Source: an optimization exercise on an open RTL-to-GDS flow (aim: small area, a short achievable clock period and few clock cycles per item). Production flows keep margins and buffers that such runs may drop.
Function was checked by simulation only, so behaviour that the tests miss may differ from the original.
Power and IR drop assume default switching activity.

==> flow/design.v <==
`default_nettype none `timescale 1ns / 1ns
module shift_add_multiplier #(
    parameter integer WIDTH = 16
) (
    input wire clk,
    input wire reset_n,
    input wire tvalid_slave_1,
    input signed [WIDTH-1:0] tdata_slave_1,
    output wire tready_slave_1,
    input wire tvalid_slave_2,
    input signed [WIDTH-1:0] tdata_slave_2,
    output wire tready_slave_2,
    output reg tvalid_master,
    output reg signed [WIDTH-1:0] tdata_master,
    input wire tready_master
);
  reg held_1;
  reg held_2;
  reg [WIDTH-1:0] factor_a;
  reg [WIDTH-1:0] factor_b;
  wire [WIDTH-1:0] product;
  wire advance = held_1 & held_2 & (~tvalid_master | tready_master);
  wire input_transaction_1 = tvalid_slave_1 & tready_slave_1;
  wire input_transaction_2 = tvalid_slave_2 & tready_slave_2;
  assign tready_slave_1 = ~held_1 | advance;
  assign tready_slave_2 = ~held_2 | advance;
  always @(posedge clk) begin
    if (input_transaction_1) factor_a <= tdata_slave_1;
    if (input_transaction_2) factor_b <= tdata_slave_2;
    if (advance) tdata_master <= product;
    if (!reset_n) begin
      held_1 <= 1'b0;
      held_2 <= 1'b0;
      tvalid_master <= 1'b0;
    end else begin
      held_1 <= input_transaction_1 | (held_1 & ~advance);
      held_2 <= input_transaction_2 | (held_2 & ~advance);
      tvalid_master <= advance | (tvalid_master & ~tready_master);
    end
  end
  wire [15:0] a = factor_a;
  wire [15:0] b = factor_b;
  wire one1 = b[0];
  wire two2 = b[1] & ~b[0];
  wire pp3 = one1 & a[0];
  wire pc4 = b[1] & ~pp3;
  wire pp5;
  sam_bsel u_pp5 (.x1(a[1]), .x2(a[0]), .one(one1), .two(two2), .neg(b[1]), .pp(pp5));
  wire pp6;
  sam_bsel u_pp6 (.x1(a[2]), .x2(a[1]), .one(one1), .two(two2), .neg(b[1]), .pp(pp6));
  wire pp7;
  sam_bsel u_pp7 (.x1(a[3]), .x2(a[2]), .one(one1), .two(two2), .neg(b[1]), .pp(pp7));
  wire pp8;
  sam_bsel u_pp8 (.x1(a[4]), .x2(a[3]), .one(one1), .two(two2), .neg(b[1]), .pp(pp8));
  wire pp9;
  sam_bsel u_pp9 (.x1(a[5]), .x2(a[4]), .one(one1), .two(two2), .neg(b[1]), .pp(pp9));
  wire pp10;
  sam_bsel u_pp10 (.x1(a[6]), .x2(a[5]), .one(one1), .two(two2), .neg(b[1]), .pp(pp10));
  wire pp11;
  sam_bsel u_pp11 (.x1(a[7]), .x2(a[6]), .one(one1), .two(two2), .neg(b[1]), .pp(pp11));
  wire pp12;
  sam_bsel u_pp12 (.x1(a[8]), .x2(a[7]), .one(one1), .two(two2), .neg(b[1]), .pp(pp12));
  wire pp13;
  sam_bsel u_pp13 (.x1(a[9]), .x2(a[8]), .one(one1), .two(two2), .neg(b[1]), .pp(pp13));
  wire pp14;
  sam_bsel u_pp14 (.x1(a[10]), .x2(a[9]), .one(one1), .two(two2), .neg(b[1]), .pp(pp14));
  wire pp15;
  sam_bsel u_pp15 (.x1(a[11]), .x2(a[10]), .one(one1), .two(two2), .neg(b[1]), .pp(pp15));
  wire pp16;
  sam_bsel u_pp16 (.x1(a[12]), .x2(a[11]), .one(one1), .two(two2), .neg(b[1]), .pp(pp16));
  wire pp17;
  sam_bsel u_pp17 (.x1(a[13]), .x2(a[12]), .one(one1), .two(two2), .neg(b[1]), .pp(pp17));
  wire pp18;
  sam_bsel u_pp18 (.x1(a[14]), .x2(a[13]), .one(one1), .two(two2), .neg(b[1]), .pp(pp18));
  wire pp19;
  sam_bsel u_pp19 (.x1(a[15]), .x2(a[14]), .one(one1), .two(two2), .neg(b[1]), .pp(pp19));
  wire one20 = b[2] ^ b[1];
  wire two21 = (b[3] & ~b[2] & ~b[1]) | (~b[3] & b[2] & b[1]);
  wire pp22 = one20 & a[0];
  wire pc23 = b[3] & ~pp22;
  wire pp24;
  sam_bsel u_pp24 (.x1(a[1]), .x2(a[0]), .one(one20), .two(two21), .neg(b[3]), .pp(pp24));
  wire pp25;
  sam_bsel u_pp25 (.x1(a[2]), .x2(a[1]), .one(one20), .two(two21), .neg(b[3]), .pp(pp25));
  wire pp26;
  sam_bsel u_pp26 (.x1(a[3]), .x2(a[2]), .one(one20), .two(two21), .neg(b[3]), .pp(pp26));
  wire pp27;
  sam_bsel u_pp27 (.x1(a[4]), .x2(a[3]), .one(one20), .two(two21), .neg(b[3]), .pp(pp27));
  wire pp28;
  sam_bsel u_pp28 (.x1(a[5]), .x2(a[4]), .one(one20), .two(two21), .neg(b[3]), .pp(pp28));
  wire pp29;
  sam_bsel u_pp29 (.x1(a[6]), .x2(a[5]), .one(one20), .two(two21), .neg(b[3]), .pp(pp29));
  wire pp30;
  sam_bsel u_pp30 (.x1(a[7]), .x2(a[6]), .one(one20), .two(two21), .neg(b[3]), .pp(pp30));
  wire pp31;
  sam_bsel u_pp31 (.x1(a[8]), .x2(a[7]), .one(one20), .two(two21), .neg(b[3]), .pp(pp31));
  wire pp32;
  sam_bsel u_pp32 (.x1(a[9]), .x2(a[8]), .one(one20), .two(two21), .neg(b[3]), .pp(pp32));
  wire pp33;
  sam_bsel u_pp33 (.x1(a[10]), .x2(a[9]), .one(one20), .two(two21), .neg(b[3]), .pp(pp33));
  wire pp34;
  sam_bsel u_pp34 (.x1(a[11]), .x2(a[10]), .one(one20), .two(two21), .neg(b[3]), .pp(pp34));
  wire pp35;
  sam_bsel u_pp35 (.x1(a[12]), .x2(a[11]), .one(one20), .two(two21), .neg(b[3]), .pp(pp35));
  wire pp36;
  sam_bsel u_pp36 (.x1(a[13]), .x2(a[12]), .one(one20), .two(two21), .neg(b[3]), .pp(pp36));
  wire one37 = b[4] ^ b[3];
  wire two38 = (b[5] & ~b[4] & ~b[3]) | (~b[5] & b[4] & b[3]);
  wire pp39 = one37 & a[0];
  wire pc40 = b[5] & ~pp39;
  wire pp41;
  sam_bsel u_pp41 (.x1(a[1]), .x2(a[0]), .one(one37), .two(two38), .neg(b[5]), .pp(pp41));
  wire pp42;
  sam_bsel u_pp42 (.x1(a[2]), .x2(a[1]), .one(one37), .two(two38), .neg(b[5]), .pp(pp42));
  wire pp43;
  sam_bsel u_pp43 (.x1(a[3]), .x2(a[2]), .one(one37), .two(two38), .neg(b[5]), .pp(pp43));
  wire pp44;
  sam_bsel u_pp44 (.x1(a[4]), .x2(a[3]), .one(one37), .two(two38), .neg(b[5]), .pp(pp44));
  wire pp45;
  sam_bsel u_pp45 (.x1(a[5]), .x2(a[4]), .one(one37), .two(two38), .neg(b[5]), .pp(pp45));
  wire pp46;
  sam_bsel u_pp46 (.x1(a[6]), .x2(a[5]), .one(one37), .two(two38), .neg(b[5]), .pp(pp46));
  wire pp47;
  sam_bsel u_pp47 (.x1(a[7]), .x2(a[6]), .one(one37), .two(two38), .neg(b[5]), .pp(pp47));
  wire pp48;
  sam_bsel u_pp48 (.x1(a[8]), .x2(a[7]), .one(one37), .two(two38), .neg(b[5]), .pp(pp48));
  wire pp49;
  sam_bsel u_pp49 (.x1(a[9]), .x2(a[8]), .one(one37), .two(two38), .neg(b[5]), .pp(pp49));
  wire pp50;
  sam_bsel u_pp50 (.x1(a[10]), .x2(a[9]), .one(one37), .two(two38), .neg(b[5]), .pp(pp50));
  wire pp51;
  sam_bsel u_pp51 (.x1(a[11]), .x2(a[10]), .one(one37), .two(two38), .neg(b[5]), .pp(pp51));
  wire one52 = b[6] ^ b[5];
  wire two53 = (b[7] & ~b[6] & ~b[5]) | (~b[7] & b[6] & b[5]);
  wire pp54 = one52 & a[0];
  wire pc55 = b[7] & ~pp54;
  wire pp56;
  sam_bsel u_pp56 (.x1(a[1]), .x2(a[0]), .one(one52), .two(two53), .neg(b[7]), .pp(pp56));
  wire pp57;
  sam_bsel u_pp57 (.x1(a[2]), .x2(a[1]), .one(one52), .two(two53), .neg(b[7]), .pp(pp57));
  wire pp58;
  sam_bsel u_pp58 (.x1(a[3]), .x2(a[2]), .one(one52), .two(two53), .neg(b[7]), .pp(pp58));
  wire pp59;
  sam_bsel u_pp59 (.x1(a[4]), .x2(a[3]), .one(one52), .two(two53), .neg(b[7]), .pp(pp59));
  wire pp60;
  sam_bsel u_pp60 (.x1(a[5]), .x2(a[4]), .one(one52), .two(two53), .neg(b[7]), .pp(pp60));
  wire pp61;
  sam_bsel u_pp61 (.x1(a[6]), .x2(a[5]), .one(one52), .two(two53), .neg(b[7]), .pp(pp61));
  wire pp62;
  sam_bsel u_pp62 (.x1(a[7]), .x2(a[6]), .one(one52), .two(two53), .neg(b[7]), .pp(pp62));
  wire pp63;
  sam_bsel u_pp63 (.x1(a[8]), .x2(a[7]), .one(one52), .two(two53), .neg(b[7]), .pp(pp63));
  wire pp64;
  sam_bsel u_pp64 (.x1(a[9]), .x2(a[8]), .one(one52), .two(two53), .neg(b[7]), .pp(pp64));
  wire one65 = b[8] ^ b[7];
  wire two66 = (b[9] & ~b[8] & ~b[7]) | (~b[9] & b[8] & b[7]);
  wire pp67 = one65 & a[0];
  wire pc68 = b[9] & ~pp67;
  wire pp69;
  sam_bsel u_pp69 (.x1(a[1]), .x2(a[0]), .one(one65), .two(two66), .neg(b[9]), .pp(pp69));
  wire pp70;
  sam_bsel u_pp70 (.x1(a[2]), .x2(a[1]), .one(one65), .two(two66), .neg(b[9]), .pp(pp70));
  wire pp71;
  sam_bsel u_pp71 (.x1(a[3]), .x2(a[2]), .one(one65), .two(two66), .neg(b[9]), .pp(pp71));
  wire pp72;
  sam_bsel u_pp72 (.x1(a[4]), .x2(a[3]), .one(one65), .two(two66), .neg(b[9]), .pp(pp72));
  wire pp73;
  sam_bsel u_pp73 (.x1(a[5]), .x2(a[4]), .one(one65), .two(two66), .neg(b[9]), .pp(pp73));
  wire pp74;
  sam_bsel u_pp74 (.x1(a[6]), .x2(a[5]), .one(one65), .two(two66), .neg(b[9]), .pp(pp74));
  wire pp75;
  sam_bsel u_pp75 (.x1(a[7]), .x2(a[6]), .one(one65), .two(two66), .neg(b[9]), .pp(pp75));
  wire one76 = b[10] ^ b[9];
  wire two77 = (b[11] & ~b[10] & ~b[9]) | (~b[11] & b[10] & b[9]);
  wire pp78 = one76 & a[0];
  wire pc79 = b[11] & ~pp78;
  wire pp80;
  sam_bsel u_pp80 (.x1(a[1]), .x2(a[0]), .one(one76), .two(two77), .neg(b[11]), .pp(pp80));
  wire pp81;
  sam_bsel u_pp81 (.x1(a[2]), .x2(a[1]), .one(one76), .two(two77), .neg(b[11]), .pp(pp81));
  wire pp82;
  sam_bsel u_pp82 (.x1(a[3]), .x2(a[2]), .one(one76), .two(two77), .neg(b[11]), .pp(pp82));
  wire pp83;
  sam_bsel u_pp83 (.x1(a[4]), .x2(a[3]), .one(one76), .two(two77), .neg(b[11]), .pp(pp83));
  wire pp84;
  sam_bsel u_pp84 (.x1(a[5]), .x2(a[4]), .one(one76), .two(two77), .neg(b[11]), .pp(pp84));
  wire one85 = b[12] ^ b[11];
  wire two86 = (b[13] & ~b[12] & ~b[11]) | (~b[13] & b[12] & b[11]);
  wire pp87 = one85 & a[0];
  wire pc88 = b[13] & ~pp87;
  wire pp89;
  sam_bsel u_pp89 (.x1(a[1]), .x2(a[0]), .one(one85), .two(two86), .neg(b[13]), .pp(pp89));
  wire pp90;
  sam_bsel u_pp90 (.x1(a[2]), .x2(a[1]), .one(one85), .two(two86), .neg(b[13]), .pp(pp90));
  wire pp91;
  sam_bsel u_pp91 (.x1(a[3]), .x2(a[2]), .one(one85), .two(two86), .neg(b[13]), .pp(pp91));
  wire one92 = b[14] ^ b[13];
  wire two93 = (b[15] & ~b[14] & ~b[13]) | (~b[15] & b[14] & b[13]);
  wire pp94 = one92 & a[0];
  wire pc95 = b[15] & ~pp94;
  wire pp96;
  sam_bsel u_pp96 (.x1(a[1]), .x2(a[0]), .one(one92), .two(two93), .neg(b[15]), .pp(pp96));
  wire s97, s98;
  sam_ha u_s97 (.a(pc79), .b(pp15), .s(s97), .co(s98));
  wire s99, s100;
  sam_fa u_s99 (.a(pp87), .b(pp16), .c(pp33), .s(s99), .co(s100));
  wire s101, s102;
  sam_fa u_s101 (.a(pc88), .b(pp17), .c(pp34), .s(s101), .co(s102));
  wire s103, s104;
  sam_ha u_s103 (.a(pp49), .b(pp62), .s(s103), .co(s104));
  wire s105, s106;
  sam_fa u_s105 (.a(pp94), .b(pp18), .c(pp35), .s(s105), .co(s106));
  wire s107, s108;
  sam_fa u_s107 (.a(pp50), .b(pp63), .c(pp74), .s(s107), .co(s108));
  wire s109, s110;
  sam_ha u_s109 (.a(pc55), .b(pp11), .s(s109), .co(s110));
  wire s111, s112;
  sam_fa u_s111 (.a(pp67), .b(pp12), .c(pp29), .s(s111), .co(s112));
  wire s113, s114;
  sam_fa u_s113 (.a(pc68), .b(pp13), .c(pp30), .s(s113), .co(s114));
  wire s115, s116;
  sam_ha u_s115 (.a(pp45), .b(pp58), .s(s115), .co(s116));
  wire s117, s118;
  sam_fa u_s117 (.a(pp78), .b(pp14), .c(pp31), .s(s117), .co(s118));
  wire s119, s120;
  sam_fa u_s119 (.a(pp46), .b(pp59), .c(pp70), .s(s119), .co(s120));
  wire s121, s122;
  sam_fa u_s121 (.a(pp32), .b(pp47), .c(pp60), .s(s121), .co(s122));
  wire s123, s124;
  sam_fa u_s123 (.a(pp71), .b(pp80), .c(s97), .s(s123), .co(s124));
  wire s125, s126;
  sam_fa u_s125 (.a(pp48), .b(pp61), .c(pp72), .s(s125), .co(s126));
  wire s127, s128;
  sam_fa u_s127 (.a(pp81), .b(s98), .c(s99), .s(s127), .co(s128));
  wire s129, s130;
  sam_fa u_s129 (.a(pp73), .b(pp82), .c(pp89), .s(s129), .co(s130));
  wire s131, s132;
  sam_fa u_s131 (.a(s103), .b(s100), .c(s101), .s(s131), .co(s132));
  wire s133, s134;
  sam_fa u_s133 (.a(pp83), .b(pp90), .c(s104), .s(s133), .co(s134));
  wire s135, s136;
  sam_fa u_s135 (.a(s102), .b(s105), .c(s107), .s(s135), .co(s136));
  wire s137, s138;
  sam_ha u_s137 (.a(pc40), .b(pp9), .s(s137), .co(s138));
  wire s139, s140;
  sam_fa u_s139 (.a(pp54), .b(pp10), .c(pp27), .s(s139), .co(s140));
  wire s141, s142;
  sam_fa u_s141 (.a(pp28), .b(pp43), .c(pp56), .s(s141), .co(s142));
  wire s143, s144;
  sam_fa u_s143 (.a(pp44), .b(pp57), .c(s110), .s(s143), .co(s144));
  wire s145, s146;
  sam_fa u_s145 (.a(pp69), .b(s115), .c(s112), .s(s145), .co(s146));
  wire s147, s148;
  sam_fa u_s147 (.a(s116), .b(s114), .c(s117), .s(s147), .co(s148));
  wire s149, s150;
  sam_fa u_s149 (.a(s118), .b(s120), .c(s121), .s(s149), .co(s150));
  wire s151, s152;
  sam_fa u_s151 (.a(s122), .b(s125), .c(s124), .s(s151), .co(s152));
  wire s153, s154;
  sam_fa u_s153 (.a(s126), .b(s129), .c(s128), .s(s153), .co(s154));
  wire s155, s156;
  sam_fa u_s155 (.a(s130), .b(s133), .c(s132), .s(s155), .co(s156));
  wire s157, s158;
  sam_ha u_s157 (.a(pc23), .b(pp7), .s(s157), .co(s158));
  wire s159, s160;
  sam_fa u_s159 (.a(pp39), .b(pp8), .c(pp25), .s(s159), .co(s160));
  wire s161, s162;
  sam_fa u_s161 (.a(pp26), .b(pp41), .c(s137), .s(s161), .co(s162));
  wire s163, s164;
  sam_fa u_s163 (.a(pp42), .b(s138), .c(s139), .s(s163), .co(s164));
  wire s165, s166;
  sam_fa u_s165 (.a(s109), .b(s140), .c(s141), .s(s165), .co(s166));
  wire s167, s168;
  sam_fa u_s167 (.a(s142), .b(s111), .c(s143), .s(s167), .co(s168));
  wire s169, s170;
  sam_fa u_s169 (.a(s113), .b(s144), .c(s145), .s(s169), .co(s170));
  wire s171, s172;
  sam_fa u_s171 (.a(s119), .b(s146), .c(s147), .s(s171), .co(s172));
  wire s173, s174;
  sam_fa u_s173 (.a(s123), .b(s148), .c(s149), .s(s173), .co(s174));
  wire s175, s176;
  sam_fa u_s175 (.a(s150), .b(s127), .c(s151), .s(s175), .co(s176));
  wire s177, s178;
  sam_fa u_s177 (.a(s131), .b(s152), .c(s153), .s(s177), .co(s178));
  wire s179, s180;
  sam_fa u_s179 (.a(s135), .b(s154), .c(s155), .s(s179), .co(s180));
  wire g181 = pc4 & pp5;
  wire p182 = pc4 ^ pp5;
  wire g183 = pp22 & pp6;
  wire p184 = pp22 ^ pp6;
  wire g185 = pp24 & s157;
  wire p186 = pp24 ^ s157;
  wire g187 = s159 & s158;
  wire p188 = s159 ^ s158;
  wire g189 = s161 & s160;
  wire p190 = s161 ^ s160;
  wire g191 = s163 & s162;
  wire p192 = s163 ^ s162;
  wire g193 = s165 & s164;
  wire p194 = s165 ^ s164;
  wire g195 = s167 & s166;
  wire p196 = s167 ^ s166;
  wire g197 = s169 & s168;
  wire p198 = s169 ^ s168;
  wire g199 = s171 & s170;
  wire p200 = s171 ^ s170;
  wire g201 = s173 & s172;
  wire p202 = s173 ^ s172;
  wire g203 = s175 & s174;
  wire p204 = s175 ^ s174;
  wire g205 = s177 & s176;
  wire p206 = s177 ^ s176;
  wire g207 = s179 & s178;
  wire p208 = s179 ^ s178;
  wire P209 = p182 & pp3;
  wire G210 = g183 | (p184 & g181);
  wire P211 = p184 & p182;
  wire G212 = g185 | (p186 & g183);
  wire P213 = p186 & p184;
  wire G214 = g187 | (p188 & g185);
  wire P215 = p188 & p186;
  wire G216 = g189 | (p190 & g187);
  wire P217 = p190 & p188;
  wire G218 = g191 | (p192 & g189);
  wire P219 = p192 & p190;
  wire G220 = g193 | (p194 & g191);
  wire P221 = p194 & p192;
  wire G222 = g195 | (p196 & g193);
  wire P223 = p196 & p194;
  wire G224 = g197 | (p198 & g195);
  wire P225 = p198 & p196;
  wire G226 = g199 | (p200 & g197);
  wire P227 = p200 & p198;
  wire G228 = g201 | (p202 & g199);
  wire P229 = p202 & p200;
  wire G230 = g203 | (p204 & g201);
  wire P231 = p204 & p202;
  wire G232 = g205 | (p206 & g203);
  wire P233 = p206 & p204;
  wire G234 = g207 | (p208 & g205);
  wire P235 = p208 & p206;
  wire P236 = P211 & pp3;
  wire G237 = G212 | (P213 & g181);
  wire P238 = P213 & P209;
  wire G239 = G214 | (P215 & G210);
  wire P240 = P215 & P211;
  wire G241 = G216 | (P217 & G212);
  wire P242 = P217 & P213;
  wire G243 = G218 | (P219 & G214);
  wire P244 = P219 & P215;
  wire G245 = G220 | (P221 & G216);
  wire P246 = P221 & P217;
  wire G247 = G222 | (P223 & G218);
  wire P248 = P223 & P219;
  wire G249 = G224 | (P225 & G220);
  wire P250 = P225 & P221;
  wire G251 = G226 | (P227 & G222);
  wire P252 = P227 & P223;
  wire G253 = G228 | (P229 & G224);
  wire P254 = P229 & P225;
  wire G255 = G230 | (P231 & G226);
  wire P256 = P231 & P227;
  wire G257 = G232 | (P233 & G228);
  wire P258 = P233 & P229;
  wire G259 = G234 | (P235 & G230);
  wire P260 = P235 & P231;
  wire P261 = P240 & pp3;
  wire G262 = G241 | (P242 & g181);
  wire P263 = P242 & P209;
  wire G264 = G243 | (P244 & G210);
  wire P265 = P244 & P236;
  wire G266 = G245 | (P246 & G237);
  wire P267 = P246 & P238;
  wire G268 = G247 | (P248 & G239);
  wire P269 = P248 & P240;
  wire G270 = G249 | (P250 & G241);
  wire P271 = P250 & P242;
  wire G272 = G251 | (P252 & G243);
  wire P273 = P252 & P244;
  wire G274 = G253 | (P254 & G245);
  wire P275 = P254 & P246;
  wire G276 = G255 | (P256 & G247);
  wire P277 = P256 & P248;
  wire G278 = G257 | (P258 & G249);
  wire P279 = P258 & P250;
  wire G280 = G259 | (P260 & G251);
  wire P281 = P260 & P252;
  wire P282 = P269 & pp3;
  wire G283 = G270 | (P271 & g181);
  wire P284 = P271 & P209;
  wire G285 = G272 | (P273 & G210);
  wire P286 = P273 & P236;
  wire G287 = G274 | (P275 & G237);
  wire P288 = P275 & P238;
  wire G289 = G276 | (P277 & G239);
  wire P290 = P277 & P261;
  wire G291 = G278 | (P279 & G262);
  wire P292 = P279 & P263;
  wire G293 = G280 | (P281 & G264);
  wire P294 = P281 & P265;
  wire r295 = p184 ^ g181;
  wire r296 = p186 ^ G210;
  wire r297 = p188 ^ G237;
  wire r298 = p190 ^ G239;
  wire r299 = p192 ^ G262;
  wire r300 = p194 ^ G264;
  wire r301 = p196 ^ G266;
  wire r302 = p198 ^ G268;
  wire r303 = p200 ^ G283;
  wire r304 = p202 ^ G285;
  wire r305 = p204 ^ G287;
  wire r306 = p206 ^ G289;
  wire r307 = p208 ^ G291;
  wire x308 = pc95 ^ pp19;
  wire x309 = pp36 ^ pp51;
  wire x310 = pp64 ^ pp75;
  wire x311 = pp84 ^ pp91;
  wire x312 = pp96 ^ x308;
  wire x313 = x309 ^ x310;
  wire x314 = x311 ^ x312;
  wire x315 = x313 ^ s106;
  wire x316 = s108 ^ s134;
  wire x317 = x314 ^ x315;
  wire x318 = x316 ^ x317;
  wire x319 = s136 ^ x318;
  wire x320 = x319 ^ s156;
  wire x321 = x320 ^ s180;
  wire x322 = x321 ^ G293;
  assign product = {x322, r307, r306, r305, r304, r303, r302, r301, r300, r299, r298, r297, r296, r295, p182, pp3};
endmodule
module sam_fa (
    input wire a,
    input wire b,
    input wire c,
    output wire s,
    output wire co
);
  assign s  = a ^ b ^ c;
  assign co = (a & b) | (a & c) | (b & c);
endmodule
module sam_ha (
    input wire a,
    input wire b,
    output wire s,
    output wire co
);
  assign s  = a ^ b;
  assign co = a & b;
endmodule
module sam_bsel (
    input wire x1,
    input wire x2,
    input wire one,
    input wire two,
    input wire neg,
    output wire pp
);
  assign pp = ((one & x1) | (two & x2)) ^ neg;
endmodule
==> flow/run.sh <==
#!/bin/bash
# synth_recipe.tcl (not shown) runs the flow's synth.tcl, then flattens the netlist and writes it again
# the make line also repeats each setting of config.mk as NAME=value (left out here)
make -C /OpenROAD-flow-scripts/flow DESIGN_CONFIG=/design/flow/config.mk WORK_HOME=/design/flow/orfs CLKGATE_MAP_FILE= SYNTH_SCRIPT=/design/flow/synth_recipe.tcl finish
==> flow/config.mk <==
export PLATFORM = sky130hd
export DESIGN_NAME = shift_add_multiplier
export DESIGN_NICKNAME = shift_add_multiplier
export VERILOG_FILES = /design/flow/design.v
export SDC_FILE = /design/flow/constraint.sdc
export NUM_CORES = 4
export LEC_CHECK = 0
export CAP_MARGIN = 20
export CORE_MARGIN = 2
export CORE_UTILIZATION = 40
export SLEW_MARGIN = 20
export SYNTH_HIERARCHICAL = 1
==> flow/constraint.sdc <==
create_clock -name core_clock -period 5.0 [get_ports {clk}]
set_input_delay 1.0000 -clock core_clock [delete_from_list [all_inputs] [get_ports {clk}]]
set_output_delay 1.0000 -clock core_clock [all_outputs]
set_load 0.01 [all_outputs]
==> results of run 1 <==
==> synth_stat cells <==
library cell,number,area share [%]
a211oi_2,1,0.27
a21boi_0,1,0.16
a21o_1,2,0.32
a21o_2,3,0.56
a21oi_1,9,0.96
a22oi_2,64,17
a31o_1,1,0.19
a31oi_1,3,0.40
and2_1,10,1.3
and3_1,1,0.13
dfxtp_1,3,1.3
edfxtp_1,48,31
fa_1,37,16
ha_1,20,5.3
inv_1,4,0.32
nand2_1,22,1.8
nand2b_1,2,0.27
nand3_1,3,0.32
nand4_1,1,0.13
nor2_1,15,1.2
nor2b_1,10,1.3
nor3_1,1,0.11
o2111ai_1,1,0.19
o21a_1,1,0.16
o21ai_0,12,1.3
o21bai_1,1,0.16
o41ai_2,1,0.35
xnor2_1,86,16
xor2_1,12,2.2
==> registers in the layout (all words and copies together) (netlist names) <==
name,count
factor_a,16
factor_b,16
held_1,1
held_2,1
tdata_master,16
tvalid_master,1
==> stage by stage <==
stage                     utilization, %  area, sq um
after floorplan                        -         4710
after global placement              48.5         5560
after detailed placement            48.5         5560
after CTS                           49.8         5710
after global routing                49.8         5710
final                               49.8         5710
==> worst max-delay path, delay by kind of cell, from the launching register on <==
family | cells | cell delay (ns)
flops | 1 | 0.40
compound gates | 1 | 0.09
buf+inv | 2 | 0.59
xor+xnor | 7 | 1.27
simple gates | 1 | 0.17
fa+ha+maj | 4 | 1.68
==> metal layers <==
| metal | wire length [um] | vias up | global-route usage [%] |
|---|---|---|---|
| li1 | - | 1528 | - |
| met1 | 4610 | 1495 | 22.3 |
| met2 | 4720 | 55 | 27.6 |
| met3 | 264 | 9 | 2.48 |
| met4 | 119 | 0 | 4.23 |
| met5 | 0 | - | 0 |
==> area by class of cell <==
class	instances	share of cell area, %
clock buffer	5	2.19
clock inverter	3	0.504
inverter	4	0.263
multi-input combinational	320	55.9
sequential	51	26.3
tap	143	3.13
timing repair buffer	71	11.7
==> final timing paths <==
kind                                   from          endpoint  slack (ns)  cells after the start
worst max register to register  factor_b[1]  tdata_master[15]        0.52                     15
worst max-delay path            factor_b[1]  tdata_master[15]        0.52                     15
worst min register to register       held_1     tvalid_master        0.52                      2
worst min-delay path                 held_1     tvalid_master        0.52                      2
==> modules after synthesis (local to each module, per instance) <==
| module | cells inside | times used | cell area [sq um] | flip-flops and latches |
|---|---|---|---|---|
| shift_add_multiplier | 205 | 1 | 2550 | 51 |
| sam_bsel | 2 | 64 | 21.3 | 0 |
| sam_fa | 1 | 36 | 20.0 | 0 |
| sam_ha | 1 | 6 | 12.5 | 0 |
==> logic make-up (layout without fill, tap and decap cells) <==
logic type	after synthesis	in the layout	share of synthesized area, %
XOR/XNOR	98	98	18.2
flip-flops	51	51	31.9
AND/OR/NAND/NOR	65	65	6.56
buffers and inverters	4	83	0.319
adder cells (fa/ha/maj)	57	57	21.0
AO/OA/AOI/OAI	100	100	22.0
==> report_power, final <==
group | switching [mW] | total [mW] | leakage, nW | internal (mW)
logic | 1.08 | 2.16 | 1.38 | 1.08
registers | 0.0475 | 0.709 | 0.477 | 0.662
clock network | 0.174 | 0.365 | 0.0759 | 0.191
==> summary.md, run 1 <==
| Metric | Value |
|---|---|
| Final cell count without fillers | 597 |
| GRT Total Usage | 16.4% |
| Synth Net Count | 469 |
| Syn avg cell area | 12.6 sq um |
| Clk Latency, worst-skew pair | 0.30 ns |
| Syn-to-layout area delta | 21.3% |
| Crit path launch type | flop |
| Clock transition at the registers of the reported paths | 0.07 ns |
| Starting Density | 41.1% |
| Vias in the first global route | 3205 |
| I/O Pins | 56 |
| Rows | 39 |
| Cts repair resizes | 0 |
| Max H-tree Level | 2 |
| P_leak | 1.93 nW |
| Commonest non-fill, non-tap cell in the layout | xnor2_1 |
| Fin. max-slew vios | 0 |
| CTS Buffer Depth | 2 |
| WHS | 0.518 ns |
| Post-CTS setup buffer count | 0 |
| Slew at the pin closest to its max-slew limit | 0.835 ns |
| CP Cell Sequence | buf_4 -> nor2b_1 -> buf_4 -> a22oi_2 -> xnor2_1 -> fa_1 -> fa_1 -> fa_1 -> fa_1 -> xnor2_1 -> xnor2_1 -> xnor2_1 -> xnor2_1 -> xnor2_1 -> xnor2_1 |
| Total global routing overflow | 0 |
| Max-cap viol count | 0 |
| Largest net degree at the start of global routing | 19 |
| DP HPWL | 7650 um |
| Place WS | 0.519 ns |
| Final Hold Viols | 0 |
| CTS Sinks | 51 |
| Die Wd | 113 um |
| Initial drt markers | 101 |
| Filler cells | 988 |
| Final worst-path cycle share | 89.6% |
| Slowest CP cell | fa_1 |
| Post-CTS Hold Fix Bufs | 0 |
| Seq/Total Area, Yosys | 31.9% |
| Final setup vio count | 0 |
| Die ar. | 12700 sq um |
| Slowest stage delay, CP | 0.48 ns |
| Mapped cell area | 4710 sq um |
| First-pass GRT wire length | 16300 um |
| Via density | 5.17 |
| Synthesized instance count | 375 |
| Placed insts | 589 |
| WL/cell | 16.3 um |
| Fraction of final layout cells sized beyond drive strength 1 | 20.5% |
| Arr. time, crit path | 4.52 ns |
| Setup TNS | 0 ns |
| Tightest Hold Check Type | flop to flop |
| Footprint of the multi-input gates | 3190 sq um |
| Nets | 547 |
| Overall Power | 3.24 mW |
| CP required | 5.04 ns |
| Number of buffers created by CTS | 5 |
| ANT cells | 0 |
| Max IR drop VDD | 0.596 mV |
| Clock root buffer | clkbuf_16 |
| Yosys warns | 7 |
| DRT Pass-1 Iters | 4 |
| Cell Pwr Density | 567 nW/um^2 |
| RSZ-0062 raised after global routing | no |
| Largest fanout on the critical path | 17 |
| Number of remaining DRC errors | 0 |
| Kind of critical path | flop to flop |
| I/O Buffers | 55 |
| Worst Skew | 0.0110 ns |
| CTS tree | yes |
| Setup crit end kind | flop |
| Placeable Area | 11500 sq um |
| CP most frequent cell | xnor2_1 |
| Gpl congestion | 0.787 |
| DIE HEIGHT | 113 um |
| DRT Wirelength | 9710 um |
| Period minus WS final | 4.48 ns |
| Register Area | 1500 sq um |
| Max frequency | 223 MHz |
| Status | timing/DRC/antenna clean |
| Post-route ant nets | 0 |
| Commonest non-fill, non-tap cells in the layout | 86 x xnor2_1, 64 x a22oi_2, 55 x clkdlybuf4s50_1 |
| Worst rel slew slack | 44.1% |
| Setup ws final | 0.518 ns |
| Initial antenna violation count | 0 |
| #FFs+latches synth | 51 |
| Netlist cell types | 29 |
| DR vias | 3087 |
Testbench counts, summed over its fixed seeds: cycles 1,216, items 1,200.
==> run 2: changes to the inputs <==
--- a/flow/config.mk
+++ b/flow/config.mk
@@ -8,5 +8,6 @@
 export CAP_MARGIN = 20
 export CORE_MARGIN = 2
 export CORE_UTILIZATION = 40
+export SETUP_SLACK_MARGIN = 1.0
 export SLEW_MARGIN = 20
 export SYNTH_HIERARCHICAL = 1
==> summary.md, run 2 <==
| Metric | Value |
|---|---|
| Cell Pwr Density | 582 nW/um^2 |
| Starting Density | 41.1% |
| Yosys warns | 7 |
| Vias in the first global route | 3274 |
| I/O Pins | 56 |
| Synth Net Count | 469 |
| Dominant synthesized flop cell | edfxtp_1 |
| Clk Latency, worst-skew pair | 0.31 ns |
| Syn avg cell area | 12.6 sq um |
| Number of synthesized flops with an enable pin | 48 |
| Final Hold Viols | 0 |
| CP Cell Sequence | buf_12 -> nor2_1 -> nand2_1 -> o21ai_4 -> buf_12 -> a22oi_2 -> xnor2_1 -> ha_1 -> fa_2 -> fa_1 -> fa_2 -> xnor2_2 -> xnor2_1 -> xnor2_1 -> xnor2_1 -> xnor2_1 -> xnor2_1 |
| Reg2reg end | tdata_master[15] |
| WHS | 0.506 ns |
| Total global routing overflow | 0 |
| Worst Skew | 0.00337 ns |
| Die Wd | 113 um |
| Largest registers | factor_a (16), factor_b (16), tdata_master (16) |
| Hold Path Depth | 2 |
| #FFs+latches synth | 51 |
| Place WS | 0.604 ns |
| Placeable Area | 11500 sq um |
| Max H-tree Level | 2 |
| Netlist cell types | 29 |
| Seq/Total Area, Yosys | 31.9% |
| Gpl congestion | 0.883 |
| CTS Sinks | 51 |
| Clock share of power | 9.9% |
| Slowest stage delay, CP | 0.49 ns |
| Worst reg2reg setup slack | 0.94 ns |
| I/O Buffers | 55 |
| Setup ws final | 0.936 ns |
| Fin. max-slew vios | 0 |
| Synth area leader | edfxtp_1 |
| Top-count cell post-synth | xnor2_1 |
| Switching part of the total | 39.5% |
| CP most frequent cell | xnor2_1 |
| P_leak | 2.19 nW |
| CTS Buffer Depth | 2 |
| CTS tree | yes |
| Rows | 39 |
| Largest net degree at the start of global routing | 19 |
| Kind of critical path | flop to flop |
| RSZ-0062 raised after global routing | yes |
| Max IR drop VDD | 0.616 mV |
| Comb power frac | 70.8% |
| Initial drt markers | 103 |
| Clock root buffer | clkbuf_16 |
| Critical Path Stages | 17 |
| Initial antenna violation count | 0 |
| Mapped cell area | 4710 sq um |
| CP delay by family, top | adder cells |
| Via density | 5.17 |
| DRT Wirelength | 10600 um |
| Number of buffers created by CTS | 5 |
| Sequential share of power | 19.3% |
| Commonest non-fill, non-tap cells in the layout | 77 x xnor2_1, 64 x a22oi_2, 55 x clkdlybuf4s50_1 |
| Final worst-path cycle share | 81.3% |
| Worst rel slew slack | 46.3% |
| Syn-to-layout area delta | 34.1% |
| Clock transition at the registers of the reported paths | 0.07 ns |
| DP HPWL | 8140 um |
| Die ar. | 12700 sq um |
| RR Startpoint | factor_b[3] |
| Filler cells | 965 |
| GRT Total Usage | 17.6% |
| CP Buf/Inv Count | 2 |
| Hold Crit Endpoint | tvalid_master |
| Top post-synthesis cells by count | 86 x xnor2_1, 64 x a22oi_2, 48 x edfxtp_1 |
| Worst R2R Path Depth | 17 |
| Fraction of registers with async set/reset | 0% |
| DR vias | 3260 |
| Arr. time, crit path | 4.12 ns |
| Fraction of final layout cells sized beyond drive strength 1 | 33.6% |
| Slowest CP cell | edfxtp_1 |
| Setup TNS | 0 ns |
| Tightest Hold Check Type | flop to flop |
| Status | timing/DRC/antenna clean |
| Min-delay src | held_2 |
| Cell-internal power | 2.22 mW |
| First-pass GRT wire length | 17400 um |
| Max frequency | 246 MHz |
| CP required | 5.05 ns |
| Number of remaining DRC errors | 0 |
| ANT cells | 0 |
| Fin util | 55.1% |
| WL/cell | 16.8 um |
| Setup crit end kind | flop |
| Period minus WS final | 4.06 ns |
| Largest fanout on the critical path | 8 |
| Max-cap viol count | 0 |
| Commonest non-fill, non-tap cell in the layout | xnor2_1 |
| Crit path launch type | flop |
| DRT Pass-1 Iters | 4 |
| Yosys top cell area share | 30.6% |
| Post-route ant nets | 0 |
| Synthesized instance count | 375 |
| Top area cells in the synthesized netlist | edfxtp_1 31%, a22oi_2 17%, xnor2_1 16% |
| Nets | 581 |
| DIE HEIGHT | 113 um |
| Final setup vio count | 0 |
| Sw power | 1.45 mW |
| Slew at the pin closest to its max-slew limit | 0.806 ns |
## run 2: cell count changes in the layout (fill, tap and decap cells not counted), moves of 3 or more
cell,before,now
fa_1,37,31
buf_6,0,6
xnor2_2,0,9
xor2_1,12,8
xnor2_1,86,77
ha_1,20,15
ha_4,0,5
o21ai_0,9,5
buf_12,0,3
fa_2,0,6
buf_4,16,39
## run 2: area by class of cell
type                    count  area (sq um)  share of cell area, %
clock inverters             3          27.5                  0.436
inverters                   4          15.0                  0.238
clock buffers               5           125                   1.98
repair buffers            105          1000                   15.8
flip-flops and latches     51          1500                   23.8
well taps                 143           179                   2.83
multi-input cells         320          3470                   54.9
## run 2: stage by stage
| stage | area [sq um] | total power, mW | std cells |
|---|---|---|---|
| 6_report | 6320 | 3.68 | 631 |
| 5_1_grt | 6320 | 3.98 | 631 |
| 4_1_cts | 6080 | 3.56 | 616 |
| 3_5_place_dp | 5680 | 3.10 | 588 |
| 3_3_place_gp | 5680 | 3.04 | 588 |
| 2_1_floorplan | 4840 | 2.61 | 375 |
## run 2: power by group through the flow
stage	logic [mW]	clock network [mW]	registers, mW
CTS	2.47	0.378	0.711
finish	2.60	0.364	0.710
global route	2.87	0.392	0.717
global placement	2.31	0	0.725
detailed placement	2.37	0	0.725
floorplan	1.86	0	0.746
## run 2: worst reg2reg max path: stages (launching register included)
cell and delay [ns]:
edfxtp_1 0.49, buf_12 0.17, nor2_1 0.09, nand2_1 0.09
o21ai_4 0.08, buf_12 0.15, a22oi_2 0.06, xnor2_1 0.15
ha_1 0.33, fa_2 0.40, fa_1 0.46, fa_2 0.37
xnor2_2 0.15, xnor2_1 0.19, xnor2_1 0.17, xnor2_1 0.12
xnor2_1 0.25, xnor2_1 0.09
## run 2: modules after synthesis, one instance, submodules excluded
| module | flip-flops and latches | times used |
|---|---|---|
| sam_bsel | 0 | 64 |
| sam_fa | 0 | 36 |
| shift_add_multiplier | 51 | 1 |
| sam_ha | 0 | 6 |
## run 2: timing repair
item | CTS | global route
pin swaps | 12 | 19
hold buffers | 0 | 0
gates resized for setup | 16 | 21
buffers inserted | 20 | 15
endpoints found under the setup margin | 5 | 4
cloned | 0 | 0
## run 2: logic make-up (layout without fill, tap and decap cells)
kind of cell	after synthesis	count (layout)	synth area share, %
AOI/OAI and AO/OA	100	100	22.0
xor gates and xnor gates	98	98	18.2
adders and majority gates	57	57	21.0
buffers and inverters	4	117	0.319
DFF	51	51	31.9
and+or+nand+nor	65	65	6.56
## run 2: worst max path at each step
stage                startpoint               end
finish              factor_b[3]  tdata_master[15]
global route        factor_b[3]  tdata_master[15]
CTS                 factor_b[2]  tdata_master[15]
detailed placement  factor_b[9]  tdata_master[15]
global placement    factor_b[9]  tdata_master[15]
floorplan           factor_b[1]  tdata_master[15]
## run 2: routing by layer
metal / global-route usage, % / vias up / routed length, um
li1: - / 1597 / -
met1: 23.8 / 1593 / 4930
met2: 29.2 / 58 / 5200
met3: 2.65 / 12 / 297
met4: 6.18 / 0 / 199
met5: 0 / - / 0
==> run 3: changes to the inputs <==
--- a/flow/design.v
+++ b/flow/design.v
@@ -411,21 +411,36 @@
   wire r305 = p204 ^ G287;
   wire r306 = p206 ^ G289;
   wire r307 = p208 ^ G291;
-  wire x308 = pc95 ^ pp19;
-  wire x309 = pp36 ^ pp51;
-  wire x310 = pp64 ^ pp75;
-  wire x311 = pp84 ^ pp91;
-  wire x312 = pp96 ^ x308;
-  wire x313 = x309 ^ x310;
-  wire x314 = x311 ^ x312;
-  wire x315 = x313 ^ s106;
-  wire x316 = s108 ^ s134;
-  wire x317 = x314 ^ x315;
-  wire x318 = x316 ^ x317;
-  wire x319 = s136 ^ x318;
-  wire x320 = x319 ^ s156;
-  wire x321 = x320 ^ s180;
-  wire x322 = x321 ^ G293;
+  wire x308;
+  sam_x2 u_x308 (.a(pc95), .b(pp19), .y(x308));
+  wire x309;
+  sam_x2 u_x309 (.a(pp36), .b(pp51), .y(x309));
+  wire x310;
+  sam_x2 u_x310 (.a(pp64), .b(pp75), .y(x310));
+  wire x311;
+  sam_x2 u_x311 (.a(pp84), .b(pp91), .y(x311));
+  wire x312;
+  sam_x2 u_x312 (.a(pp96), .b(x308), .y(x312));
+  wire x313;
+  sam_x2 u_x313 (.a(x309), .b(x310), .y(x313));
+  wire x314;
+  sam_x2 u_x314 (.a(x311), .b(x312), .y(x314));
+  wire x315;
+  sam_x2 u_x315 (.a(x313), .b(s106), .y(x315));
+  wire x316;
+  sam_x2 u_x316 (.a(s108), .b(s134), .y(x316));
+  wire x317;
+  sam_x2 u_x317 (.a(x314), .b(x315), .y(x317));
+  wire x318;
+  sam_x2 u_x318 (.a(x316), .b(x317), .y(x318));
+  wire x319;
+  sam_x2 u_x319 (.a(s136), .b(x318), .y(x319));
+  wire x320;
+  sam_x2 u_x320 (.a(x319), .b(s156), .y(x320));
+  wire x321;
+  sam_x2 u_x321 (.a(x320), .b(s180), .y(x321));
+  wire x322;
+  sam_x2 u_x322 (.a(x321), .b(G293), .y(x322));
   assign product = {x322, r307, r306, r305, r304, r303, r302, r301, r300, r299, r298, r297, r296, r295, p182, pp3};
 endmodule
 module sam_fa (
@@ -447,6 +462,13 @@
   assign s  = a ^ b;
   assign co = a & b;
 endmodule
+module sam_x2 (
+    input wire a,
+    input wire b,
+    output wire y
+);
+  assign y = a ^ b;
+endmodule
 module sam_bsel (
     input wire x1,
     input wire x2,
--- a/flow/config.mk
+++ b/flow/config.mk
@@ -8,6 +8,5 @@
 export CAP_MARGIN = 20
 export CORE_MARGIN = 2
 export CORE_UTILIZATION = 40
-export SETUP_SLACK_MARGIN = 1.0
 export SLEW_MARGIN = 20
 export SYNTH_HIERARCHICAL = 1
==> summary.md, run 3 <==
| Metric | Value |
|---|---|
| Largest registers | factor_a (16), factor_b (16), tdata_master (16) |
| Clock root buffer | clkbuf_16 |
| I/O Buffers | 55 |
| Nets | 566 |
| RSZ-0062 raised after global routing | no |
| Fin. max-slew vios | 0 |
| DRT Pass-1 Iters | 4 |
| Setup ws final | 0.259 ns |
| Critical Path End | tdata_master[15] |
| Initial drt markers | 123 |
| Max frequency | 211 MHz |
| Max IR drop VDD | 0.278 mV |
| Netlist cell types | 33 |
| Clk Latency, worst-skew pair | 0.31 ns |
| Status | timing/DRC/antenna clean |
| Cts repair resizes | 0 |
| Number of buffers created by CTS | 5 |
| Syn avg cell area | 12.4 sq um |
| Number of synthesized flops with an enable pin | 48 |
| Arr. time, crit path | 4.78 ns |
| Switching part of the total | 42.4% |
| Via density | 5.21 |
| CTS Buffer Depth | 2 |
| Cell-internal power | 1.97 mW |
| P_leak | 2.05 nW |
| Fraction of final layout cells sized beyond drive strength 1 | 22.4% |
| Clock transition at the registers of the reported paths | 0.08 ns |
| Final setup vio count | 0 |
| Hold Path Depth | 2 |
| Gpl congestion | 0.845 |
| Tightest Hold Check Type | flop to flop |
| Max-cap viol count | 0 |
| Final Hold Viols | 0 |
| Mapped cell area | 4800 sq um |
| Die Wd | 114 um |
| Yosys top cell area share | 30.0% |
| Worst rel slew slack | 25.6% |
| Total global routing overflow | 0 |
| Worst reg2reg setup slack | 0.26 ns |
| CTS tree | yes |
| Kind of critical path | flop to flop |
| Commonest non-fill, non-tap cell in the layout | xnor2_1 |
| Sw power | 1.45 mW |
| Post-route ant nets | 0 |
| Commonest non-fill, non-tap cells in the layout | 71 x xnor2_1, 64 x a22oi_2, 55 x clkdlybuf4s50_1 |
| GRT Total Usage | 16.9% |
| Setup crit end kind | flop |
| Top post-synthesis cells by count | 71 x xnor2_1, 64 x a22oi_2, 48 x edfxtp_1 |
| Final worst-path cycle share | 94.8% |
| #FFs+latches synth | 51 |
| Dominant synthesized flop cell | edfxtp_1 |
| Sequential share of power | 20.6% |
| DR vias | 3229 |
| CP Launch Point | factor_b[9] |
| I/O Pins | 56 |
| Fraction of registers with async set/reset | 0% |
| Filler cells | 1083 |
| Top-count cell post-synth | xnor2_1 |
| Cell Pwr Density | 582 nW/um^2 |
| RR Startpoint | factor_b[9] |
| Starting Density | 40.5% |
| Synth area leader | edfxtp_1 |
| Crit path launch type | flop |
| Seq/Total Area, Yosys | 31.3% |
| Post-CTS setup buffer count | 0 |
| Rows | 40 |
| Worst Skew | 0.00750 ns |
| CTS Sinks | 51 |
| Post-CTS Hold Fix Bufs | 0 |
| Number of remaining DRC errors | 0 |
| DP HPWL | 8120 um |
| Initial antenna violation count | 0 |
| Largest net degree at the start of global routing | 20 |
| Vias in the first global route | 3323 |
| Worst R2R Path Depth | 13 |
| Comb power frac | 68.5% |
| CP required | 5.04 ns |
| Largest fanout on the critical path | 8 |
| Reg2reg end | tdata_master[15] |
| Setup TNS | 0 ns |
| WL/cell | 16.5 um |
| Top area cells in the synthesized netlist | edfxtp_1 30%, a22oi_2 17%, fa_1 15% |
| Synth Net Count | 482 |
| Max H-tree Level | 2 |
| Die ar. | 12900 sq um |
| Place WS | 0.287 ns |
| ANT cells | 0 |
| Synthesized instance count | 388 |
| DRT Wirelength | 10200 um |
| Yosys warns | 7 |
| Slew at the pin closest to its max-slew limit | 1.10 ns |
| First-pass GRT wire length | 17000 um |
| Placeable Area | 11900 sq um |
| Period minus WS final | 4.74 ns |
| DIE HEIGHT | 114 um |
| Syn-to-layout area delta | 22.4% |
| Clock share of power | 11.0% |
-- run 3: logic make-up after synthesis --
family,Yosys count,share of synthesized area (%)
simple gates,69,6.91
fa+ha+maj,57,20.6
buf+inv,9,0.730
xor+xnor,96,17.5
flops,51,31.3
compound gates,106,22.9
-- run 3: worst max-delay path, stage by stage (launching register included) --
cell      delay, ns
edfxtp_1       0.53
buf_4          0.23
xor2_1         0.52
and2_1         0.27
nor2b_1        0.06
ha_1           0.31
fa_1           0.38
fa_1           0.52
fa_1           0.42
ha_1           0.37
a21o_1         0.19
a21o_1         0.18
a221o_1        0.35
xor2_1         0.16
-- run 3: how the worst min path moves through the flow --
stage | from | to | slack (ns)
6_report | held_2 | tvalid_master | 0.52
5_1_grt | held_2 | tvalid_master | 0.56
4_1_cts | held_2 | tvalid_master | 0.51
3_5_place_dp | held_2 | tvalid_master | 0.49
3_3_place_gp | held_2 | tvalid_master | 0.49
2_1_floorplan | held_2 | tvalid_master | 0.47
-- run 3: layout make-up --
cell class | instances | area (sq um) | share of cell area (%)
clock buffers | 5 | 125 | 2.13
clock inverters | 3 | 33.8 | 0.575
inverters | 8 | 30.0 | 0.511
multi-input cells | 328 | 3280 | 55.8
flip-flops and latches | 51 | 1500 | 25.6
well taps | 147 | 184 | 3.13
repair buffers | 78 | 723 | 12.3
-- run 3: stage by stage --
step	instances	hold WS (ns)	util [%]	power (mW)	instance area (sq um)
after floorplan	388	0.470	-	2.54	4810
after global routing	620	0.558	49.5	3.75	5870
after global placement	612	0.485	48.2	3.00	5720
after CTS	620	0.505	49.5	3.44	5870
final	620	0.515	49.5	3.42	5870
after detailed placement	612	0.493	48.2	3.05	5720
-- run 3: power groups by stage --
stage / logic [mW] / registers [mW] / clock network, mW
CTS: 2.35 / 0.704 / 0.384
global placement: 2.29 / 0.712 / 0
detailed placement: 2.34 / 0.714 / 0
floorplan: 1.80 / 0.742 / 0
finish: 2.34 / 0.703 / 0.375
global route: 2.63 / 0.710 / 0.406
-- run 3: per-module statistics from Yosys (local to each module, per instance) --
module	flip-flops and latches	cell area, sq um
shift_add_multiplier	51	2510
sam_bsel	0	21.3
sam_fa	0	20.0
sam_ha	0	12.5
sam_x2	0	8.76
-- run 3: per-layer routing --
metal	global-route usage (%)	share of wire (%)	vias up
met2	29.5	50	61
li1	-	-	1596
met5	0	0	-
met4	4.23	1.2	0
met1	22.3	46	1562
met3	2.55	2.7	10
Testbench counts of run 3, summed over its fixed seeds: cycles 1,216, items 1,200.
==> run 4: changes to the inputs <==
--- a/flow/config.mk
+++ b/flow/config.mk
@@ -5,8 +5,9 @@
 export SDC_FILE = /design/flow/constraint.sdc
 export NUM_CORES = 4
 export LEC_CHECK = 0
-export CAP_MARGIN = 20
+export CAP_MARGIN = 0
 export CORE_MARGIN = 2
 export CORE_UTILIZATION = 40
-export SLEW_MARGIN = 20
+export CTS_BUF_LIST = sky130_fd_sc_hd__clkbuf_4 sky130_fd_sc_hd__clkbuf_8
+export SLEW_MARGIN = 0
 export SYNTH_HIERARCHICAL = 1
==> summary.md, run 4 <==
| Metric | Value |
|---|---|
| Starting Density | 40.5% |
| Worst rel slew slack | 29.4% |
| GRT Total Usage | 16.9% |
| Tightest Hold Check Type | flop to flop |
| Number of synthesized flops with an enable pin | 48 |
| Comb power frac | 70.6% |
| CTS Sinks | 51 |
| Synth Net Count | 482 |
| Max H-tree Level | 2 |
| #FFs+latches synth | 51 |
| Slowest CP cell | edfxtp_1 |
| Top area cells in the synthesized netlist | edfxtp_1 30%, a22oi_2 17%, fa_1 15% |
| RR Startpoint | factor_b[9] |
| DP HPWL | 8120 um |
| Fin. max-slew vios | 0 |
| DIE HEIGHT | 114 um |
| I/O Pins | 56 |
| Cts repair resizes | 0 |
| Top post-synthesis cells by count | 71 x xnor2_1, 64 x a22oi_2, 48 x edfxtp_1 |
| Max frequency | 211 MHz |
| CP delay by family, top | adder cells |
| Total global routing overflow | 0 |
| Gpl congestion | 0.845 |
| Fraction of final layout cells sized beyond drive strength 1 | 22.4% |
| RSZ-0062 raised after global routing | no |
| Rows | 40 |
| Dominant synthesized flop cell | edfxtp_1 |
| Final worst-path cycle share | 94.9% |
| Final Hold Viols | 0 |
| Min-delay src | held_2 |
| Clock root buffer | clkbuf_8 |
| Synth area leader | edfxtp_1 |
| CP required | 5.07 ns |
| Slew at the pin closest to its max-slew limit | 1.05 ns |
| Setup TNS | 0 ns |
| Number of buffers created by CTS | 5 |
| Syn-to-layout area delta | 21.2% |
| Cell-internal power | 1.88 mW |
| Post-route ant nets | 0 |
| CTS tree | yes |
| Mapped cell area | 4800 sq um |
| Period minus WS final | 4.75 ns |
| Post-CTS Hold Fix Bufs | 0 |
| Die ar. | 12900 sq um |
| Seq/Total Area, Yosys | 31.3% |
| Hold Crit Endpoint | tvalid_master |
| Via density | 5.20 |
| Clk Latency, worst-skew pair | 0.33 ns |
| Largest registers | factor_a (16), factor_b (16), tdata_master (16) |
| Sw power | 1.45 mW |
| Switching part of the total | 43.5% |
| Arr. time, crit path | 4.82 ns |
| Largest fanout on the critical path | 8 |
| Reg2reg end | tdata_master[15] |
| Vias in the first global route | 3328 |
| Number of remaining DRC errors | 0 |
| Max IR drop VDD | 0.280 mV |
| Syn avg cell area | 12.4 sq um |
| Hold Path Depth | 2 |
| Yosys warns | 7 |
| CP Buf/Inv Count | 1 |
| Worst Skew | 0.0113 ns |
| P_leak | 2.02 nW |
| Yosys top cell area share | 30.0% |
| Netlist cell types | 33 |
| WL/cell | 16.5 um |
| Slowest stage delay, CP | 0.54 ns |
| CTS Buffer Depth | 2 |
| WHS | 0.515 ns |
| Worst reg2reg setup slack | 0.25 ns |
| Commonest non-fill, non-tap cells in the layout | 71 x xnor2_1, 64 x a22oi_2, 55 x clkdlybuf4s50_1 |
| Initial drt markers | 105 |
| CP most frequent cell | fa_1 |
| CP Cell Sequence | buf_4 -> xor2_1 -> and2_1 -> nor2b_1 -> ha_1 -> fa_1 -> fa_1 -> fa_1 -> ha_1 -> a21o_1 -> a21o_1 -> a221o_1 -> xor2_1 |
| Kind of critical path | flop to flop |
| ANT cells | 0 |
| Die Wd | 114 um |
| Worst R2R Path Depth | 13 |
| CP Launch Point | factor_b[9] |
| Commonest non-fill, non-tap cell in the layout | xnor2_1 |
| Fraction of registers with async set/reset | 0% |
| Setup crit end kind | flop |
| Synthesized instance count | 388 |
| Clock transition at the registers of the reported paths | 0.11 ns |
| Post-CTS setup buffer count | 0 |
| Top-count cell post-synth | xnor2_1 |
| Clock share of power | 8.3% |
| DRT Pass-1 Iters | 4 |
| DR vias | 3221 |
| Crit path launch type | flop |
| Initial antenna violation count | 0 |
| Cell Pwr Density | 572 nW/um^2 |
| Max-cap viol count | 0 |
| Largest net degree at the start of global routing | 20 |
| Sequential share of power | 21.1% |
| Placeable Area | 11900 sq um |
| Nets | 566 |
| Final setup vio count | 0 |
| Status | timing/DRC/antenna clean |
| First-pass GRT wire length | 17100 um |
| DRT Wirelength | 10200 um |
| I/O Buffers | 55 |
==> run 4: changes by cell type in the layout (fill, tap and decap cells not counted) <==
cell and change:
clkbuf_8 +5, clkbuf_16 -5
==> run 4: logic make-up after synthesis <==
kind of cell    count (synthesis)  synth area share (%)
xor+xnor                       96                  17.5
fa+ha+maj                      57                  20.6
compound gates                106                  22.9
buf+inv                         9                 0.730
flops                          51                  31.3
simple gates                   69                  6.91
==> run 4: worst reg2reg max path, cell delays in order (launching register included) <==
cell	delay, ns
edfxtp_1	0.54
buf_4	0.23
xor2_1	0.52
and2_1	0.27
nor2b_1	0.07
ha_1	0.32
fa_1	0.39
fa_1	0.52
fa_1	0.42
ha_1	0.37
a21o_1	0.19
a21o_1	0.18
a221o_1	0.35
xor2_1	0.16
==> run 4: worst max path at each step <==
stage | to | slack, ns | depth (start not counted)
floorplan | tdata_master[15] | 0.08 | 11
global placement | tdata_master[15] | 0.37 | 13
detailed placement | tdata_master[15] | 0.29 | 13
CTS | tdata_master[15] | 0.26 | 13
global route | tdata_master[14] | 0.02 | 14
finish | tdata_master[15] | 0.25 | 13
==> run 4: per-module statistics from Yosys (local to each module, per instance) <==
module	flops+latches	copies in the design	cells inside	area, sq um
shift_add_multiplier	51	1	203	2510
sam_bsel	0	64	2	21.3
sam_ha	0	6	1	12.5
sam_fa	0	36	1	20.0
sam_x2	0	15	1	8.76
==> run 4: power groups by stage <==
| stage | Sequential (mW) | Clock (mW) | Combinational (mW) |
|---|---|---|---|
| 2_1_floorplan | 0.742 | 0 | 1.80 |
| 3_3_place_gp | 0.712 | 0 | 2.29 |
| 3_5_place_dp | 0.714 | 0 | 2.34 |
| 4_1_cts | 0.704 | 0.286 | 2.35 |
| 5_1_grt | 0.710 | 0.308 | 2.63 |
| 6_report | 0.703 | 0.276 | 2.35 |
==> run 4: final cells by class <==
type | instances | area (sq um)
Timing Repair Buffer | 78 | 723
Sequential cell | 51 | 1500
Tap cell | 147 | 184
Inverter | 8 | 30.0
Fill cell | 1091 | 6040
Clock buffer | 5 | 68.8
Multi-Input combinational cell | 328 | 3280
Clock inverter | 3 | 33.8
==> run 4: metrics by stage <==
step / power (mW) / area (sq um) / setup WS (ns) / cells / util [%]
after floorplan: 2.54 / 4810 / 0.0820 / 388 / -
after global placement: 3.00 / 5720 / 0.371 / 612 / 48.2
after detailed placement: 3.05 / 5720 / 0.287 / 612 / 48.2
after CTS: 3.34 / 5820 / 0.263 / 620 / 49.1
after global routing: 3.65 / 5820 / 0.0204 / 620 / 49.1
final: 3.33 / 5820 / 0.253 / 620 / 49.1
==> run 4: metal layers <==
layer / part of all wire [%] / track usage, %
met1: 46 / 22.3
met2: 50 / 29.5
met3: 2.8 / 2.39
met4: 1.3 / 4.47
met5: 0 / 0

## separate check: timing with driven ports
How much do the figures lean on ideal ports? The routed layouts below were timed once more, with nothing changed but the port constraints.
Step 1, drivers: a clkbuf_16 drives clk and a buf_2 each remaining input, both assumed.
Step 2 moves the port delays by t, midway between the first and last clock arrival at a register: inputs arrive t later, outputs are due t later. That takes back most of the time a late clock gives input paths.
a / b / c = ideal / step 1 / step 2; a / b = the first two.
run	t, ns	slack for setup (ns)	worst data-port slew with drivers (ns)
run 1	0.335	0.518 / 0.518 / 0.518	0.04
run 2	0.344	0.936 / 0.936 / 0.936	0.05
run 3	0.342	0.259 / 0.259 / 0.259	0.04
run 4	0.361	0.253 / 0.253 / 0.253	0.04
After both steps every run listed still meets setup and hold.
